Source: an optimization exercise on an open RTL-to-GDS flow (aim: small area and a short achievable clock period). Production flows keep margins and buffers that such runs may drop. Function was checked by simulation only, so behaviour that the tests miss may differ from the original. Power and IR drop assume default switching activity.

==> module pc_reg, before the edit <==
module pc_reg(
	input wire clk,
	input wire rst,
	input wire [31:0] rsn,       
	input wire [25:0] instr,     
	input wire jr,
	input wire jump,
	input wire taken,
	output reg [31:0] pc,
	output wire [31:0] pc_plus4
);
wire [29:0] pc4_hi = pc[31:2] + 30'd1;
wire [29:0] br_hi = pc4_hi + {{14{instr[15]}}, instr[15:0]};
assign pc_plus4 = {pc4_hi, pc[1:0]};
wire [31:0] pc_next = jr    ? ~rsn :
                      jump  ? {pc4_hi[29:26], instr[25:0], 2'b00} :
                      taken ? {br_hi, pc[1:0]} :
                              pc_plus4;
always @(posedge clk or posedge rst) begin
	if (rst)
		pc <= 32'b0;
	else
		pc <= pc_next;
end
endmodule
==> flow/config.mk <==
export PLATFORM = sky130hd
export DESIGN_NAME = mips_cpu
export DESIGN_NICKNAME = mips_cpu
export VERILOG_FILES = /design/flow/design.v
export SDC_FILE = /design/flow/constraint.sdc
export NUM_CORES = 4
export LEC_CHECK = 0
export CAP_MARGIN = 20
export CORE_MARGIN = 2
export CORE_UTILIZATION = 55
export SETUP_SLACK_MARGIN = 5
export SLEW_MARGIN = 20
export SYNTH_HIERARCHICAL = 1
==> flow/constraint.sdc <==
create_clock -name core_clock -period 15.0 [get_ports {clk}]
set_input_delay 3.0000 -clock core_clock [delete_from_list [all_inputs] [get_ports {clk}]]
set_output_delay 3.0000 -clock core_clock [all_outputs]
set_load 0.01 [all_outputs]
standard.sh (not shown) runs the stock make flow with config.mk's settings and CLKGATE_MAP_FILE= SYNTH_SCRIPT=/design/flow/synth_recipe.tcl, a recipe that flattens the netlist after the stock synthesis.
==> flow/flow/run.sh <==
#!/bin/bash
# Own layout flow: the standard flow (standard.sh, standard synthesis
# unchanged) with changes only to how the layout is made:
#  - the port buffers are sky130_fd_sc_hd__buf_2 instead of the delay cell
#    that buffer_ports picks by default;
#  - clock tree synthesis without dummy loads, with larger sink clusters.
# The clock period, constraints, tap cells and power grid are the standard ones.
# make's full output goes to make_finish.log; ORFS keeps each step's log in orfs/logs.
set -euo pipefail
export BUFFER_PORTS_ARGS="-buffer_cell sky130_fd_sc_hd__buf_2"
export CTS_ARGS="-sink_clustering_enable -repair_clock_nets -dont_use_dummy_load -sink_clustering_size 25 -sink_clustering_max_diameter 90"
bash standard.sh finish > make_finish.log 2>&1
Edit:
--- a/flow/design.v
+++ b/flow/design.v
@@ -624,11 +624,34 @@
 	input wire taken,
 	output reg [31:0] pc,
 	output wire [31:0] pc_plus4
 );
-wire [29:0] pc4_hi = pc[31:2] + 30'd1;
-wire [29:0] br_hi = pc4_hi + {{14{instr[15]}}, instr[15:0]};
+wire [29:0] hi = pc[31:2];
+wire [30:0] ci;
+wire [29:0] pc4_hi;
+assign ci[0] = 1'b1;
+wire [14:0] ui, ud;
+wire [13:0] up, dn;
+assign ui[0] = 1'b1;
+assign ud[0] = 1'b1;
+genvar k;
+generate
+	for (k = 0; k < 30; k = k + 1) begin : inc
+		assign ci[k+1] = ci[k] & hi[k];
+		assign pc4_hi[k] = hi[k] ^ ci[k];
+	end
+	for (k = 0; k < 14; k = k + 1) begin : updn
+		assign ui[k+1] = ui[k] & hi[16+k];
+		assign ud[k+1] = ud[k] & ~hi[16+k];
+		assign up[k] = hi[16+k] ^ ui[k];
+		assign dn[k] = hi[16+k] ^ ud[k];
+	end
+endgenerate
 assign pc_plus4 = {pc4_hi, pc[1:0]};
+wire [16:0] lo = {1'b0, hi[15:0]} + {1'b0, instr[15:0]} + 17'd1;
+wire c = lo[16], s = instr[15];
+wire [13:0] br_up = (c == s) ? hi[29:16] : c ? up : dn;
+wire [29:0] br_hi = {br_up, lo[15:0]};
 wire [31:0] pc_next = jr    ? ~rsn :
                       jump  ? {pc4_hi[29:26], instr[25:0], 2'b00} :
                       taken ? {br_hi, pc[1:0]} :
                               pc_plus4;
Outcome: First-iteration DRC count is higher by about 5%. Sequential share of layout area increases by 0.64 points. Design area went down by 1.2%. Non-clock buffer count grows by 17. Routed wire length shrinks by about 1.2%. Critical path depth drops by 1. Count of clock-buffer cells in the layout went up by 1. Total power went down by about 4.4%. Sequential power hardly moves. Worst setup slack gets better by 16 ps. Via count drops by 0.75%. Clock power is about the same.

[what the ideal ports hide]
The results above use ideal ports. As a check the final layouts listed here were re-extracted and re-timed, cells and wires unchanged.
Step 1, drivers: a clkbuf_16 drives clk and a buf_2 each remaining input, both assumed.
Step 2 moves the port delays by t, midway between the first and last clock arrival at a register: inputs arrive t later, outputs are due t later. That takes back most of the time a late clock gives input paths.
Slacks: ideal ports / drivers / drivers and shift; pairs: ideal ports / drivers.
run | t (ns) | setup WS [ns] | worst hold slack (ns) | slew at the worst register clock pin (ns)
the first run | 0.726 | 4.901 / 4.862 / 4.654 | 0.521 / 0.521 / 0.521 | 0.10 / 0.10
the second run | 0.726 | 4.917 / 4.888 / 4.517 | 0.498 / 0.498 / 0.498 | 0.10 / 0.10
After both steps every run listed still meets setup and hold. The setup slack of the second run, which loses most, moves by -0.029 ns with the drivers and by -0.400 ns with both steps.
